Source: an optimization exercise on an open RTL-to-GDS flow (aim: a short achievable clock period and few clock cycles). Production flows keep margins and buffers that such runs may drop. The RTL was checked by simulation tests, not by an equivalence proof against the original design. Power is estimated from default activity; no workload was simulated.

==> flow/design.v <==
module cpu(
    input            clk,
    input            rst,
    input            prog_we,
    input      [3:0] prog_addr,
    input      [7:0] prog_data,
    output reg [7:0] output_register,
    output reg       out_valid
);
localparam LDA = 4'b0001;
localparam ADD = 4'b0010;
localparam OUT = 4'b0011;
localparam JMP = 4'b0100;
localparam STA = 4'b0101;
localparam LDI = 4'b0110;
localparam SUB = 4'b0111;
reg pc_in;
reg pc_out;
reg pc_add;
reg mar_in;
reg ram_in;
reg ram_out;
reg ir_in;
reg ir_out;
reg a_in;
reg a_imm_in;
reg a_out;
reg b_in;
reg b_out;
reg alu_out;
reg output_in;
reg last_step;
reg [7:0] pc;
reg [3:0] mar;
reg [7:0] ram [0:15];
reg [7:0] ir;
reg [7:0] a_reg;
reg [7:0] b_reg;
reg [7:0] alu;
wire [7:0] bus;
assign bus =
    pc_out  ? pc :
    ram_out ? ram[mar] :
    ir_out  ? {4'b0, ir[3:0]} :
    a_out   ? a_reg :
    b_out   ? b_reg :
    alu_out ? alu :
    8'b0;
reg [2:0] step;
always @(posedge clk) begin
    if (rst)
        step <= 3'd1;
    else if (last_step)
        step <= 3'd1;
    else
        step <= step + 3'd1;
end
always @(posedge clk) begin
    if (rst) begin
        pc <= 8'd0;
    end else begin
        if (pc_add) begin
            pc <= pc + 8'd1;
        end
        if (pc_in) begin
            pc <= {4'b0, bus[3:0]};
        end
    end
end
always @(posedge clk) begin
    if (mar_in) begin
        mar <= bus[3:0];
    end
end
always @(posedge clk) begin
    if (rst) begin
        if (prog_we)
            ram[prog_addr] <= prog_data;
    end else if (ram_in) begin
        ram[mar] <= bus;
    end
end
always @(posedge clk) begin
    if (rst)
        ir <= 8'd0;
    else if (ir_in)
        ir <= bus;
end
always @(posedge clk) begin
    if (rst) begin
        output_register <= 8'd0;
        out_valid <= 1'b0;
    end else begin
        out_valid <= output_in;
        if (output_in) begin
            output_register <= bus;
        end
    end
end
always @(posedge clk) begin
    if (rst) begin
        a_reg <= 8'd0;
    end else if (a_in) begin
        a_reg <= bus;
    end else if (a_imm_in) begin
        a_reg <= {4'b0, bus[3:0]};
    end
end
always @(posedge clk) begin
    if (b_in) begin
        b_reg <= bus;
    end
end
always @(posedge clk) begin
    if (ir[7:4] == ADD)
        alu <= a_reg + b_reg;
    else if (ir[7:4] == SUB)
        alu <= a_reg - b_reg;
    else
        alu <= a_reg;
end
always @(*) begin
    pc_in = 0;
    pc_out = 0;
    pc_add = 0;
    mar_in = 0;
    ram_in = 0;
    ram_out = 0;
    ir_in = 0;
    ir_out = 0;
    a_in = 0;
    a_imm_in = 0;
    a_out = 0;
    b_in = 0;
    b_out = 0;
    alu_out = 0;
    output_in = 0;
    last_step = 0;
    if (step == 1) begin
        pc_out = 1;
        mar_in = 1;
    end
    else if (step == 2) begin
        ram_out = 1;
        ir_in = 1;
        pc_add = 1;
    end
    else if (ir[7:4] == ADD || ir[7:4] == SUB) begin  
        if (step == 3) begin
            ir_out = 1;
            mar_in = 1;
        end
        else if (step == 4) begin
            ram_out = 1;
            b_in = 1;
        end
        else if (step == 6) begin
            alu_out = 1;
            a_in = 1;
            last_step = 1;
        end
    end
    else if (ir[7:4] == LDA) begin  
        if (step == 3) begin
            ir_out = 1;
            mar_in = 1;
        end
        else if (step == 4) begin
            ram_out = 1;
            a_in = 1;
            last_step = 1;
        end
    end
    else if (ir[7:4] == LDI) begin  
        if (step == 3) begin
            ir_out = 1;
            a_imm_in = 1;
            last_step = 1;
        end
    end
    else if (ir[7:4] == STA) begin  
        if (step == 3) begin
            ir_out = 1;
            mar_in = 1;
        end
        else if (step == 4) begin
            a_out = 1;
            ram_in = 1;
            last_step = 1;
        end
    end
    else if (ir[7:4] == OUT) begin  
        if (step == 3) begin
            a_out = 1;
            output_in = 1;
            last_step = 1;
        end
    end
    else if (ir[7:4] == JMP) begin  
        if (step == 3) begin
            ir_out = 1;
            pc_in = 1;
            last_step = 1;
        end
    end
    else begin  
        if (step == 3)
            last_step = 1;
    end
end
endmodule
==> flow/run.sh <==
#!/bin/bash
# synth_recipe.tcl (not shown) runs the flow's synth.tcl, then flattens the netlist and writes it again
# the make line also repeats each setting of config.mk as NAME=value (left out here)
make -C /OpenROAD-flow-scripts/flow DESIGN_CONFIG=/design/flow/config.mk WORK_HOME=/design/flow/orfs CLKGATE_MAP_FILE= SYNTH_SCRIPT=/design/flow/synth_recipe.tcl finish
==> flow/config.mk <==
export PLATFORM = sky130hd
export DESIGN_NAME = cpu
export DESIGN_NICKNAME = cpu
export VERILOG_FILES = /design/flow/design.v
export SDC_FILE = /design/flow/constraint.sdc
export NUM_CORES = 4
export LEC_CHECK = 0
export CAP_MARGIN = 20
export CORE_MARGIN = 2
export CORE_UTILIZATION = 40
export SLEW_MARGIN = 20
==> flow/constraint.sdc <==
create_clock -name core_clock -period 6.0 [get_ports {clk}]
set_input_delay 1.2000 -clock core_clock [delete_from_list [all_inputs] [get_ports {clk}]]
set_output_delay 1.2000 -clock core_clock [all_outputs]
set_load 0.01 [all_outputs]
==> run_results.csv, run 1 <==
group,metric,value,unit
setup_path,critPathMaxStageDelay,0.92,ns
setup_path,required,6.13,ns
cts,cts_buffers,17,
floorplan,core,21000,sq um
layout,diodes,0,
layout,regArea,5170,sq um
timing,worstMarginPinSlew,1.03,ns
yosys,synth_top_family_by_area,"simple AND/OR/NAND/NOR gates",
yosys,synthTopCellsByArea,"edfxtp_1 (49%), dfxtp_1 (11%), mux4_2 (8.4%), nor2_1 (3.1%), ha_1 (2.9%)",
detailed_routing,routedWlPerCell,21.1,um
yosys,yosysSeqAreaShare,60.4,%
placed_design,hpwl,14500,um
yosys,synth.area.mux_share,9.94,%
yosys,synth_xor_area_share,0.922,%
placed_design,gp_congestion,0.867,
placed_design,portBuffers,23,
pwr,ir_worst_vdd,0.289,mV
yosys,async_flop_share,0,%
global_routing,grt_usage,18.9,%
layout,fillCellCount,1830,
yosys,yosys_warnings,1,
setup_path,cp-end-kind,"flop",
layout,multi_input_area,3140,sq um
global_routing,grt_pass1_wl,31200,um
yosys,syn-num-nets,687,
yosys,yosys_register_bits,188,
run_status,status,"no timing/DRC/antenna violations",
floorplan,fp.dieW,150,um
yosys,syn_area,8550,sq um
detailed_routing,drcViolationCount,0,
pwr,pwr_density_cell,351,nW/um^2
yosys,synth-simple-area-share,11.3,%
setup_path,crit_family,"multiplexers",
layout,largest_register,"ram",
run,cap_viol_max_count,0,
layout,largest_reg_flops,128,
timing,rsz0062_at_grt,"false",
timing,fmax,292,MHz
floorplan,ios,24,
cts,htree_levels,4,
setup_path,cp_data_arrival_time,3.55,ns
floorplan,rows,53,
floorplan,die_h,150,um
setup_path,path_buf_inv,1,
detailed_routing,vias,5460,
layout,nets,705,
timing,hold_viol,0,
global_routing,grt_pass1_vias,5461,
cts,clkTransAtPathRegs,0.08,ns
setup_path,critPathKind,"flop to flop",
yosys,syn_avg_cell_area,13.2,sq um
timing,finalSetupTns,0,ns
global_routing,overflow,0,
detailed_routing,drt-pass1-iter-count,5,
cts,cts-hold-fix-buffers,0,
yosys,synthFlopType,"edfxtp_1",
global_routing,antenna_found_initial,0,
cts,cts_tree,"done",
timing,hold_slack,0.442,ns
timing,slew_headroom,31.3,%
detailed_routing,viasPerCell,5.71,
timing,fin_worst_skew,0.0271,ns
hold_path,worstHoldPathType,"flop to flop",
pwr,leakagePower,0.00319,uW
layout,drive_gt1_share,14.1,%
setup_path,critPathMaxFanout,25,
setup_path,critPathLaunchType,"flop",
setup_path,crit_path_top_delay_cell,"dfxtp_2",
yosys,synth-edff-count,140,
detailed_routing,finalWirelength,20200,um
cts,cts.sinks,188,
floorplan,dieArea,22600,sq um
layout,areaGrowthSynthToFinish,12.7,%
cts,clk_latency,0.45,ns
detailed_routing,drtIter0Drc,487,
yosys,synth_fa_ha_area_share,3.40,%
yosys,synth_top_area_share,49.2,%
yosys,synth_cell_type_count,68,
floorplan,initial_core_util,40.7,%
global_routing,grt_max_degree,41,
timing,drv_slew,0,
timing,finalSetupViolCount,0,
setup_path,path_cells,"buf_4 > mux4_2 > a22o_1 > nor2_1 > o221ai_1 > mux2_2",
yosys,synth_top_area_cell,"edfxtp_1",
yosys,synth_cells,650,
cts,clock_path_buffers,2,
yosys,synth_compound_area_share,11.0,%
cts,cts-root-buf,"clkbuf_16",
timing,min_period_over_period,57.1,%
cts,cts_resized,0,
timing,fin_crit,3.43,ns
cts,cts_setup_buffers,0,
detailed_routing,drtAntennaViolNets,0,
placed cells by master, fill, tap and decap left out, drive strengths merged, types with 4 or more instances in the layout:
| cell type | Yosys | final |
|---|---|---|
| edfxtp | 140 | 140 |
| xnor2 | 6 | 6 |
| mux2i | 5 | 5 |
| a221oi | 7 | 7 |
| a311o | 4 | 4 |
| clkdlybuf4s50 | 0 | 23 |
| o21ai | 15 | 15 |
| mux4 | 32 | 32 |
| buf | 13 | 10 |
| a22oi | 8 | 8 |
| o22ai | 4 | 4 |
| or3 | 7 | 7 |
| ha | 20 | 20 |
| a211oi | 15 | 15 |
| a31oi | 6 | 6 |
| nor4 | 6 | 6 |
| inv | 26 | 32 |
| and2 | 6 | 6 |
| dfxtp | 48 | 48 |
| o221ai | 6 | 6 |
| nor3 | 21 | 21 |
| nor3b | 7 | 7 |
| nor2b | 10 | 10 |
| nor2 | 70 | 70 |
| a21oi | 30 | 30 |
| nand2 | 45 | 45 |
| nand3 | 4 | 4 |
| a22o | 9 | 9 |
| nand2b | 5 | 5 |
| mux2 | 7 | 7 |
| clkinv | 2 | 11 |
| clkbuf | 21 | 17 |
final cells by class:
type                    instances  share of cell area, %
clock buffers                  17                   4.42
clock inverters                15                   1.58
flip-flops and latches        188                   53.6
well taps                     275                   3.57
multi-input cells             400                   32.6
inverters                      28                   1.09
repair buffers                 33                   3.17
worst reg2reg max path, cell delays in order, from the launching register on:
cell and delay [ns]:
dfxtp_2 0.92, buf_4 0.35, mux4_2 0.54, a22o_1 0.24, nor2_1 0.18, o221ai_1 0.33, mux2_2 0.54
cell usage after synthesis (all sizes together) (2+ instances only):
master    n
and2      6
mux4     32
a221oi    7
nor2     70
nor4      6
nor3b     7
nor3     21
or3       7
clkinv    2
ha       20
o21ai    15
a22oi     8
o21bai    2
and3      2
a311o     4
nand3     4
nand2    45
xnor2     6
nor2b    10
a211o     2
o221ai    6
dfxtp    48
buf      13
clkbuf   21
edfxtp  140
or2       2
a22o      9
o211a     3
fa        2
mux2i     5
mux2      7
nand2b    5
a21oi    30
or4       2
xor2      3
nand4     3
inv      26
a221o     2
o22ai     4
a31oi     6
nand3b    3
a211oi   15
logic make-up after synthesis:
logic type               after synthesis
AO/OA/AOI/OAI                        126
XOR/XNOR                               9
adder cells (fa/ha/maj)               22
buffers and inverters                 62
flip-flops                           188
multiplexers                          44
AND/OR/NAND/NOR                      199
worst paths after layout:
check / from / slack, ns / cells after the start / end
worst max register to register: flop / 2.57 / 6 / ram[9][5]
worst min-delay path: step[0] / 0.44 / 1 / step[0]
worst max-delay path: flop / 2.57 / 6 / ram[9][5]
worst min register to register: step[0] / 0.44 / 1 / step[0]
metal layers:
metal | track usage, % | vias up | part of all wire, %
met5 | 0 | - | 0
li1 | - | 2518 | -
met1 | 24.8 | 2729 | 43
met3 | 5.03 | 28 | 6.5
met4 | 6.56 | 0 | 2.3
met2 | 30.4 | 185 | 49
power by group:
group	switching [uW]	internal, uW	leakage (uW)
registers	116	1460	0.00166
logic	402	310	0.00125
clock network	538	554	0.000288
total	1060	2330	0.00319
stage by stage:
stage | total power, uW | worst slack (ns) | util (%) | std cells | cell area (sq um)
after global placement | 2300 | 2.35 | 43.0 | 924 | 9040
after CTS | 3390 | 2.35 | 45.8 | 956 | 9620
after global routing | 3530 | 2.37 | 45.8 | 956 | 9640
final | 3380 | 2.57 | 45.8 | 956 | 9640
after floorplan | 2090 | 3.16 | - | 650 | 8550
after detailed placement | 2300 | 2.22 | 43.0 | 924 | 9040
Testbench counts, summed over its fixed seeds: cycles 108,791.
==> run 2, diff against run 1 <==
==> flow/design.v (replaced) <==
module cpu(
    input            clk,
    input            rst,
    input            prog_we,
    input      [3:0] prog_addr,
    input      [7:0] prog_data,
    output reg [7:0] output_register,
    output reg       out_valid
);
localparam LDA = 4'b0001;
localparam ADD = 4'b0010;
localparam OUT = 4'b0011;
localparam JMP = 4'b0100;
localparam STA = 4'b0101;
localparam LDI = 4'b0110;
localparam SUB = 4'b0111;
reg [7:0] ram [0:15];
reg [3:0] pc;
reg [7:0] ir;       
reg       ir_v;
reg [7:0] ex;       
reg       ex_v;
reg [7:0] opnd;
reg [7:0] a_reg;
wire ex_sta = ex_v && ex[7:4] == STA;
wire       fwd_f  = ex_sta && ex[3:0] == pc;
wire       stall  = ir_v && ir[7:4] == STA && ir[3:0] == pc;
wire [7:0] fetch  = fwd_f ? a_reg : ram[pc];
wire       f_jmp  = fetch[7:4] == JMP;
always @(posedge clk) begin
    if (rst) begin
        pc   <= 4'd0;
        ir_v <= 1'b0;
        ir   <= 8'd0;
    end else if (stall) begin
        ir_v <= 1'b0;
    end else begin
        ir_v <= 1'b1;
        ir   <= fetch;
        pc   <= f_jmp ? fetch[3:0] : pc + 4'd1;
    end
end
wire [7:0] mem_rd = (ex_sta && ex[3:0] == ir[3:0]) ? a_reg : ram[ir[3:0]];
always @(posedge clk) begin
    if (rst) begin
        ex_v <= 1'b0;
        ex   <= 8'd0;
    end else begin
        ex_v <= ir_v;
        ex   <= ir;
        opnd <= (ir[7:4] == LDI) ? {4'b0, ir[3:0]} : mem_rd;
    end
end
always @(posedge clk) begin
    if (rst) begin
        a_reg <= 8'd0;
        output_register <= 8'd0;
        out_valid <= 1'b0;
    end else begin
        out_valid <= ex_v && ex[7:4] == OUT;
        if (ex_v && ex[7:4] == OUT)
            output_register <= a_reg;
        if (ex_v) begin
            case (ex[7:4])
                LDA, LDI: a_reg <= opnd;
                ADD:      a_reg <= a_reg + opnd;
                SUB:      a_reg <= a_reg - opnd;
                default:  ;
            endcase
        end
    end
end
always @(posedge clk) begin
    if (rst) begin
        if (prog_we)
            ram[prog_addr] <= prog_data;
    end else if (ex_sta) begin
        ram[ex[3:0]] <= a_reg;
    end
end
endmodule
--- a/flow/config.mk
+++ b/flow/config.mk
@@ -6,6 +6,9 @@
 export NUM_CORES = 4
 export LEC_CHECK = 0
+export ABC_CLOCK_PERIOD_IN_PS = 1000
 export CAP_MARGIN = 20
 export CORE_MARGIN = 2
-export CORE_UTILIZATION = 40
+export CORE_UTILIZATION = 30
+export SETUP_SLACK_MARGIN = 4
 export SLEW_MARGIN = 20
+export TNS_END_PERCENT = 100
==> run_results.csv, run 2 <==
group,metric,value,unit
run_status,status,"no timing/DRC/antenna violations",
setup_path,critPathKind,"flop to flop",
yosys,synth-edff-count,136,
detailed_routing,drtAntennaViolNets,0,
yosys,yosysSeqAreaShare,57.6,%
placed_design,hpwl,16400,um
detailed_routing,drtIter0Drc,824,
layout,areaGrowthSynthToFinish,35.7,%
pwr,leakagePower,0.00408,uW
hold_path,worstHoldPathType,"flop to flop",
layout,stdcell_area,11800,sq um
hold_path,holdPathStages,1,
hold_path,hold_start,"ir[5]",
layout,largest_reg_flops,128,
hold_path,min_to,"ex[5]",
timing,hold_viol,0,
pwr,power,4820,uW
timing,finalSetupTns,0,ns
timing,min_period_over_period,42.9,%
cts,clock_path_buffers,2,
pwr,ir_worst_vdd,0.277,mV
layout,diodes,0,
cts,cts.sinks,183,
setup_path,cp-end-kind,"flop",
cts,cts-root-buf,"clkbuf_16",
timing,drv_slew,0,
yosys,yosys_register_bits,183,
setup_path,required,6.33,ns
yosys,synth_top_area_cell,"edfxtp_1",
timing,fin_worst_skew,0.0122,ns
setup_path,cp_data_arrival_time,2.90,ns
yosys,synth_cells,571,
timing,worstMarginPinSlew,0.674,ns
timing,rsz0062_at_grt,"true",
yosys,synthFlopType,"edfxtp_1",
cts,cts_buffers,17,
layout,layout_commonest_cell,"edfxtp_1",
setup_path,critPathMaxFanout,6,
cts,clk_latency,0.45,ns
yosys,syn_area,8720,sq um
detailed_routing,routedWlPerCell,25.3,um
cts,clkTransAtPathRegs,0.08,ns
layout,most-common-layout-cells,"edfxtp_1 (136), mux4_2 (74), buf_4 (38)",
layout,drive_gt1_share,46.2,%
yosys,yosysMostFrequentCell,"edfxtp_1",
setup_path,r2r_slack,3.42,ns
global_routing,grt_pass1_wl,39700,um
detailed_routing,viasPerCell,5.63,
setup_path,critPathLaunchType,"flop",
timing,fmax,388,MHz
floorplan,dieArea,30500,sq um
cts,cts_tree,"done",
timing,slew_headroom,55.1,%
placed_design,placed_area,9570,sq um
pwr,pwr_density_cell,408,nW/um^2
floorplan,fp.dieW,175,um
global_routing,overflow,0,
cts,htree_levels,4,
floorplan,rows,62,
floorplan,die_h,175,um
timing,finalSetupViolCount,0,
yosys,synth_cell_type_count,54,
layout,largest_register,"ram",
setup_path,reg2reg_depth,7,
placed_design,gp_congestion,0.893,
detailed_routing,finalWirelength,27200,um
yosys,syn-num-nets,596,
yosys,synthTopCellsByCount,"edfxtp_1 (136), mux4_2 (74), nor2_1 (55), dfxtp_1 (47), mux2i_1 (34)",
yosys,synthTopCellsByArea,"edfxtp_1 (47%), mux4_2 (19%), dfxtp_1 (11%), mux2i_1 (3.9%), nor2_1 (2.4%)",
layout,nets,704,
global_routing,grt_pass1_vias,6044,
timing,fin_crit,2.58,ns
yosys,syn_avg_cell_area,15.3,sq um
placed_design,portBuffers,23,
yosys,synth_top_area_share,46.8,%
detailed_routing,drcViolationCount,0,
floorplan,ios,24,
floorplan,core,28700,sq um
detailed_routing,vias,6056,
floorplan,initial_core_util,30.4,%
global_routing,grt_usage,17.9,%
yosys,yosys_warnings,1,
yosys,async_flop_share,0,%
global_routing,antenna_found_initial,0,
detailed_routing,drt-pass1-iter-count,5,
global_routing,grt_max_degree,33,
run,cap_viol_max_count,0,
## run 2: layer usage
| metal | share of wire (%) | vias to the layer above | global-route usage [%] |
|---|---|---|---|
| li1 | - | 2488 | - |
| met1 | 37 | 3118 | 22.3 |
| met2 | 47 | 348 | 28.3 |
| met3 | 10 | 102 | 5.60 |
| met4 | 5.8 | 0 | 8.82 |
| met5 | 0 | - | 0 |
## run 2: worst max-delay path by stage
stage               slack (ns)        end  cells past startpoint
floorplan                 3.62  ram[1][0]                      4
global placement          2.69  ram[7][5]                      5
detailed placement        2.62  ram[0][5]                      5
CTS                       3.43   a_reg[5]                     11
global route              3.39       flop                      7
finish                    3.42       flop                      7
## run 2: cell type report
cell class | count | area, sq um
repair buffers | 109 | 1350
clock buffers | 17 | 425
fillers | 2492 | 16900
well taps | 384 | 480
multi-input cells | 356 | 4270
inverters | 12 | 47.5
flip-flops and latches | 183 | 5060
clock inverters | 15 | 199
## run 2: kinds of logic (layout without fill, tap and decap cells)
| kind of cell | after synthesis | count (layout) | synth area share, % |
|---|---|---|---|
| buf+inv | 41 | 153 | 2.12 |
| fa+ha+maj | 10 | 10 | 1.52 |
| simple gates | 128 | 129 | 7.01 |
| xor+xnor | 25 | 25 | 2.51 |
| mux | 117 | 125 | 24.2 |
| flops | 183 | 183 | 57.6 |
| compound gates | 67 | 67 | 5.06 |
## run 2: stage by stage
step	cells	worst slack (ns)	hold slack, ns	utilization (%)
floorplan	571	3.62	0.445	-
global placement	954	2.69	0.463	33.4
detailed placement	954	2.62	0.471	33.4
CTS	1046	3.43	0.477	39.5
global route	1076	3.39	0.484	41.2
finish	1076	3.42	0.476	41.2
## run 2: where the power goes
group	leakage, uW	total [uW]	internal [uW]	switching, uW
combinational	0.00216	1950	1050	903
clock	0.000300	1180	606	572
sequential	0.00163	1700	1490	206
## run 2: critical path, stage by stage (launching register included)
cell,delay [ns]
dfxtp_4,0.39
buf_8,0.15
mux4_2,0.56
mux4_2,0.54
mux2i_4,0.22
a21oi_4,0.07
and2_4,0.20
a311o_1,0.32
## run 2: repair_timing
action,in CTS,in global routing
cloned,15,1
gates resized for setup,156,47
hold buffers,0,0
setup endpoints to repair,301,299
pin swaps,38,26
buffers inserted,45,29
Testbench counts of run 2, summed over its fixed seeds: cycles 28,098.
==> run 3, diff against run 2 <==
--- a/flow/config.mk
+++ b/flow/config.mk
@@ -6,9 +6,8 @@
 export NUM_CORES = 4
 export LEC_CHECK = 0
-export ABC_CLOCK_PERIOD_IN_PS = 1000
+export ABC_CLOCK_PERIOD_IN_PS = 1500
 export CAP_MARGIN = 20
 export CORE_MARGIN = 2
-export CORE_UTILIZATION = 30
+export CORE_UTILIZATION = 40
 export SETUP_SLACK_MARGIN = 4
 export SLEW_MARGIN = 20
-export TNS_END_PERCENT = 100
==> run_results.csv, run 3 <==
group,metric,value,unit
run_status,status,"no timing/DRC/antenna violations",
yosys,yosysSeqAreaShare,57.6,%
cts,cts-root-buf,"clkbuf_16",
placed_design,placed_cells,849,
yosys,yosysMostFrequentCell,"edfxtp_1",
yosys,yosys_warnings,1,
setup_path,cp-end-kind,"flop",
layout,largest_reg_flops,128,
layout,regArea,5060,sq um
detailed_routing,vias,5840,
timing,fin_crit,2.52,ns
global_routing,grt_pass1_wl,38400,um
timing,fmax,397,MHz
timing,min_period_over_period,42.0,%
timing,finalSetupViolCount,0,
setup_path,required,6.32,ns
cts,cts_tree,"done",
floorplan,dieArea,23000,sq um
cts,cts.sinks,183,
pwr,leakagePower,0.00394,uW
global_routing,antenna_found_initial,2,
setup_path,critPathLaunchType,"flop",
timing,finalSetupTns,0,ns
layout,areaGrowthSynthToFinish,30.3,%
floorplan,fp.dieW,152,um
yosys,synthTopCellsByArea,"edfxtp_1 (47%), mux4_2 (19%), dfxtp_1 (11%), mux2i_1 (3.9%), nor2_1 (2.4%)",
setup_path,crit_family,"multiplexers",
layout,layout_commonest_cell,"edfxtp_1",
placed_design,gp_congestion,0.854,
floorplan,rows,54,
cts,clock_path_buffers,2,
cts,clk_latency,0.44,ns
detailed_routing,finalWirelength,26300,um
global_routing,grt_max_degree,33,
floorplan,core,21600,sq um
setup_path,r2r_slack,3.48,ns
yosys,synth_cells,571,
layout,nets,683,
detailed_routing,drtIter0Drc,465,
yosys,syn_area,8720,sq um
setup_path,path_buf_inv,1,
setup_path,crit_path_top_delay_cell,"mux4_2",
layout,largest_register,"ram",
global_routing,grt_pass1_vias,5814,
yosys,synth-edff-count,136,
yosys,syn-num-nets,596,
pwr,ir_worst_vdd,0.229,mV
pwr,pwr_density_cell,419,nW/um^2
timing,fin_worst_skew,0.00759,ns
yosys,synth_top_area_cell,"edfxtp_1",
yosys,synthTopCellsByCount,"edfxtp_1 (136), mux4_2 (74), nor2_1 (55), dfxtp_1 (47), mux2i_1 (34)",
layout,stdcell_count,951,
detailed_routing,viasPerCell,6.14,
timing,worstMarginPinSlew,1.04,ns
timing,fin_ws,3.48,ns
layout,diodes,0,
cts,clkTransAtPathRegs,0.07,ns
layout,fillCellCount,1742,
yosys,async_flop_share,0,%
setup_path,critPathKind,"flop to flop",
yosys,synth_top_area_share,46.8,%
layout,most-common-layout-cells,"edfxtp_1 (136), mux4_2 (74), nor2_1 (34)",
setup_path,crit_top_cell,"mux4_2",
setup_path,path_cells,"buf_12 > mux4_2 > mux4_2 > mux2i_4 > a21oi_4 > and2_4 > a311o_1",
yosys,synth_cell_type_count,54,
placed_design,hpwl,16500,um
timing,rsz0062_at_grt,"true",
timing,drv_slew,0,
timing,slew_headroom,29.4,%
cts,cts_buffers,17,
floorplan,ios,24,
cts,htree_levels,4,
placed_design,portBuffers,23,
yosys,syn_avg_cell_area,15.3,sq um
layout,final_util,52.6,%
layout,stdcell_area,11400,sq um
yosys,synthFlopType,"edfxtp_1",
floorplan,initial_core_util,40.3,%
layout,drive_gt1_share,45.2,%
run,cap_viol_max_count,0,
setup_path,critPathMaxFanout,8,
floorplan,die_h,152,um
placed_design,dpl_worst_slack,2.60,ns
detailed_routing,routedWlPerCell,27.7,um
yosys,yosys_register_bits,183,
placed_design,placed_area,9440,sq um
global_routing,grt_usage,24.1,%
hold_path,worstHoldPathType,"flop to flop",
detailed_routing,drt-pass1-iter-count,5,
detailed_routing,drtAntennaViolNets,0,
detailed_routing,drcViolationCount,0,
timing,hold_viol,0,
layout,multi_input_area,4250,sq um
global_routing,overflow,0,
setup_path,critPathMaxStageDelay,0.56,ns
setup_path,cp_data_arrival_time,2.84,ns
[run 3: worst register-to-register path: stages, from the launching register on]
cell and delay [ns]:
dfxtp_4 0.40, buf_12 0.14, mux4_2 0.52, mux4_2 0.56, mux2i_4 0.21, a21oi_4 0.07
and2_4 0.17, a311o_1 0.33
[run 3: where the power goes]
part / switching, uW / internal (uW) / leakage (uW) / total (uW)
clock: 515 / 624 / 0.000291 / 1140
combinational: 884 / 1050 / 0.00202 / 1940
sequential: 196 / 1490 / 0.00163 / 1690
total: 1600 / 3170 / 0.00394 / 4760
[run 3: final timing paths]
check,start,cells after the start,to
hold reg to reg,ir[5],1,ex[5]
setup reg to reg,flop,7,flop
setup / recovery,flop,7,flop
hold / removal,ir[5],1,ex[5]
[run 3: stage by stage]
step / hold WS (ns) / power, uW
floorplan: 0.445 / 2750
global placement: 0.467 / 3040
detailed placement: 0.465 / 3060
CTS: 0.470 / 4580
global route: 0.488 / 4950
finish: 0.472 / 4760
[run 3: cell type report]
cell class / instances / share of cell area (%)
inverters: 12 / 0.418
flip-flops and latches: 183 / 44.5
repair buffers: 88 / 9.44
clock buffers: 17 / 3.74
multi-input cells: 356 / 37.3
well taps: 280 / 3.08
clock inverters: 15 / 1.47
[run 3: timing repair]
action | 4_1_cts | 5_1_grt
setup buffers | 40 | 15
gates resized for setup | 151 | 38
endpoints found under the hold margin | 0 | 0
endpoints found under the setup margin | 301 | 298
hold buffers | 0 | 0
gates cloned | 14 | 1
pin swaps | 38 | 30
[run 3: logic make-up (layout without fill, tap and decap cells)]
family	after synthesis	count (layout)	share of synthesized area, %
xor gates and xnor gates	25	25	2.51
and+or+nand+nor	128	129	7.01
AOI/OAI and AO/OA	67	67	5.06
adders and majority gates	10	10	1.52
buffers and inverters	41	132	2.12
DFF	183	183	57.6
muxes	117	125	24.2
[run 3: layer usage]
metal	up-vias	GRT usage (%)	share of wire, %
li1	2456	-	-
met1	2954	30.2	38
met2	327	38.7	49
met3	101	6.71	7.9
met4	2	11.7	5.1
met5	-	0	0.046
==> run 4, diff against run 3 <==
--- a/flow/config.mk
+++ b/flow/config.mk
@@ -6,8 +6,6 @@
 export NUM_CORES = 4
 export LEC_CHECK = 0
-export ABC_CLOCK_PERIOD_IN_PS = 1500
 export CAP_MARGIN = 20
 export CORE_MARGIN = 2
 export CORE_UTILIZATION = 40
-export SETUP_SLACK_MARGIN = 4
 export SLEW_MARGIN = 20
==> run_results.csv, run 4 <==
group,metric,value,unit
detailed_routing,finalWirelength,22100,um
pwr,p_switching,1360,uW
global_routing,antenna_found_initial,0,
floorplan,initial_core_util,40.3,%
placed_design,hpwl,16000,um
cts,clkTransAtPathRegs,0.07,ns
yosys,async_flop_share,0,%
layout,drive_gt1_share,19.7,%
setup_path,cp-end-kind,"flop",
detailed_routing,viasPerCell,5.88,
layout,nets,616,
global_routing,grt_max_degree,41,
layout,largest_reg_flops,128,
setup_path,critPathKind,"flop to flop",
global_routing,grt-busiest-layer,"met2",
global_routing,grt_pass1_vias,5240,
yosys,synthTopCellsByArea,"edfxtp_1 (47%), mux4_2 (19%), dfxtp_1 (11%), mux2i_1 (3.9%), nor2_1 (2.4%)",
setup_path,path_cells,"buf_4 > mux4_2 > mux4_2 > mux2i_1 > a21oi_2 > and2_4 > a311o_1",
cts,cts_resized,0,
cts,cts-hold-fix-buffers,0,
placed_design,placed_area,9220,sq um
setup_path,path_buf_inv,1,
setup_path,critPathLaunchType,"flop",
yosys,syn-num-nets,596,
timing,worstMarginPinSlew,1.07,ns
cts,clk_latency,0.44,ns
setup_path,reg2reg_depth,7,
hold_path,worstHoldPathType,"flop to flop",
yosys,synth-edff-count,136,
yosys,syn_avg_cell_area,15.3,sq um
cts,htree_levels,4,
setup_path,crit_top_cell,"mux4_2",
cts,cts-root-buf,"clkbuf_16",
global_routing,grt_util_met2,33.4,%
placed_design,gp_congestion,0.886,
floorplan,die_h,152,um
setup_path,critPathMaxStageDelay,0.79,ns
layout,areaGrowthSynthToFinish,12.5,%
global_routing,grtUsageMet3,4.46,%
detailed_routing,vias,5196,
run_status,status,"no timing/DRC/antenna violations",
detailed_routing,routedWlPerCell,25.0,um
timing,drv_slew,0,
cts,cts.sinks,183,
placed_design,portBuffers,23,
setup_path,required,6.32,ns
global_routing,overflow,0,
setup_path,cp_data_arrival_time,3.65,ns
timing,hold_slack,0.478,ns
cts,cts_buffers,17,
timing,fin_worst_skew,0.0115,ns
layout,final_util,45.4,%
pwr,combinationalPowerShare,31.8,%
timing,rsz0062_at_grt,"false",
cts,cts_setup_buffers,0,
floorplan,dieArea,23000,sq um
timing,finalSetupViolCount,0,
detailed_routing,drt-pass1-iter-count,5,
yosys,yosys_warnings,1,
detailed_routing,drtAntennaViolNets,0,
detailed_routing,drcViolationCount,0,
setup_path,crit_path_top_delay_cell,"dfxtp_2",
global_routing,met1_usage,26.5,%
global_routing,grt_usage,20.6,%
pwr,leakagePower,0.00330,uW
pwr,p_clk_share,27.5,%
setup_path,path_depth,7,
yosys,synthTopCellsByCount,"edfxtp_1 (136), mux4_2 (74), nor2_1 (55), dfxtp_1 (47), mux2i_1 (34)",
layout,most-common-layout-cells,"edfxtp_1 (136), mux4_2 (74), nor2_1 (55)",
timing,min_period_over_period,55.4,%
setup_path,critPathMaxFanout,19,
layout,layout_commonest_cell,"edfxtp_1",
timing,hold_viol,0,
floorplan,rows,54,
floorplan,core,21600,sq um
timing,finalSetupTns,0,ns
global_routing,grt_pass1_wl,33400,um
pwr,ir_worst_vdd,0.193,mV
pwr,power,4150,uW
yosys,yosysSeqAreaShare,57.6,%
yosys,synth_top_area_cell,"edfxtp_1",
yosys,syn_area,8720,sq um
pwr,pwr_density_cell,423,nW/um^2
yosys,synth_cell_type_count,54,
cts,cts_tree,"done",
layout,diodes,0,
layout,stdcell_area,9810,sq um
yosys,synthFlopType,"edfxtp_1",
timing,fmax,301,MHz
pwr,internal_power,2790,uW
setup_path,crit_family,"multiplexers",
floorplan,ios,24,
pwr,p_sw_share,32.7,%
yosys,synth_top_area_share,46.8,%
pwr,sequentialPowerShare,40.7,%
layout,largest_register,"ram",
yosys,yosysMostFrequentCell,"edfxtp_1",
timing,fin_crit,3.33,ns
floorplan,fp.dieW,152,um
layout,fillCellCount,1918,
yosys,synth_cells,571,
timing,slew_headroom,28.4,%
yosys,yosys_register_bits,183,
run,cap_viol_max_count,0,
hold_path,holdPathStages,1,
detailed_routing,drtIter0Drc,404,
cts,clock_path_buffers,2,
run 4: area by class of cell:
cell class	count	area [sq um]	area share (%)
flip-flops and latches	183	5030	51.2
multi-input cells	347	3510	35.8
repair buffers	30	283	2.88
clock inverters	13	161	1.64
clock buffers	19	433	4.41
inverters	12	45.0	0.459
well taps	280	350	3.57
run 4: cell families after synthesis:
group / Yosys count / share of synthesized area, %
AND/OR/NAND/NOR: 128 / 7.01
flip-flops: 183 / 57.6
multiplexers: 117 / 24.2
XOR/XNOR: 25 / 2.51
adder cells (fa/ha/maj): 10 / 1.52
buffers and inverters: 41 / 2.12
AO/OA/AOI/OAI: 67 / 5.06
run 4: power groups by stage:
stage	logic (uW)	clock network [uW]	registers (uW)
6_report	1320	1140	1690
5_1_grt	1420	1210	1710
4_1_cts	1320	1150	1690
3_5_place_dp	1310	0	1710
3_3_place_gp	1310	0	1710
2_1_floorplan	1090	0	1580
run 4: path summary, 6_finish.rpt:
kind | startpoint | slack (ns) | end
worst max-delay path | flop | 2.67 | flop
worst min-delay path | ir[6] | 0.48 | ex[6]
worst max register to register | flop | 2.67 | flop
worst min register to register | ir[6] | 0.48 | ex[6]
run 4: metrics by stage:
stage | instances | setup slack [ns]
4_1_cts | 884 | 2.63
3_3_place_gp | 852 | 2.27
3_5_place_dp | 852 | 2.26
2_1_floorplan | 571 | 3.08
6_report | 884 | 2.67
5_1_grt | 884 | 2.48
run 4: per-layer routing:
| metal | wire length (um) | up-vias |
|---|---|---|
| li1 | - | 2290 |
| met1 | 8930 | 2669 |
| met2 | 11000 | 188 |
| met3 | 1390 | 49 |
| met4 | 800 | 0 |
| met5 | 0 | - |

==> separate check: timing with driven ports <==
The flow's constraints put no driver on any port. The routed layouts listed below were extracted and timed again, unchanged, in two steps. Step 1 (the two cells are an assumption about what drives the block):
set clk [get_ports {clk}]
set_driving_cell -lib_cell sky130_fd_sc_hd__clkbuf_16 $clk
set_driving_cell -lib_cell sky130_fd_sc_hd__buf_2 [delete_from_list [all_inputs] $clk]
Step 2, shift: input delay + t, output delay - t, t = (earliest + latest rising clock arrival at the registers) / 2. This alone moves slack from input paths to output paths. Slacks: ideal ports / drivers / drivers and shift; pairs: ideal ports / drivers.
run | t, ns | setup slack, ns | slew at the worst register clock pin (ns) | worst slew at a driven data input, ns | pins driven straight from the clock port
run 1 | 0.479 | 2.573 / 2.573 / 2.231 | 0.08 / 0.08 | 0.04 | 1
run 2 | 0.496 | 3.425 / 3.425 / 3.211 | 0.08 / 0.08 | 0.18 | 1
run 3 | 0.487 | 3.482 / 3.482 / 3.148 | 0.07 / 0.07 | 0.15 | 1
run 4 | 0.483 | 2.674 / 2.674 / 2.224 | 0.07 / 0.07 | 0.04 | 1
After both steps every run listed still meets setup and hold. The setup slack of run 4, which loses most, moves by 0.000 ns with the drivers and by -0.450 ns with both steps.
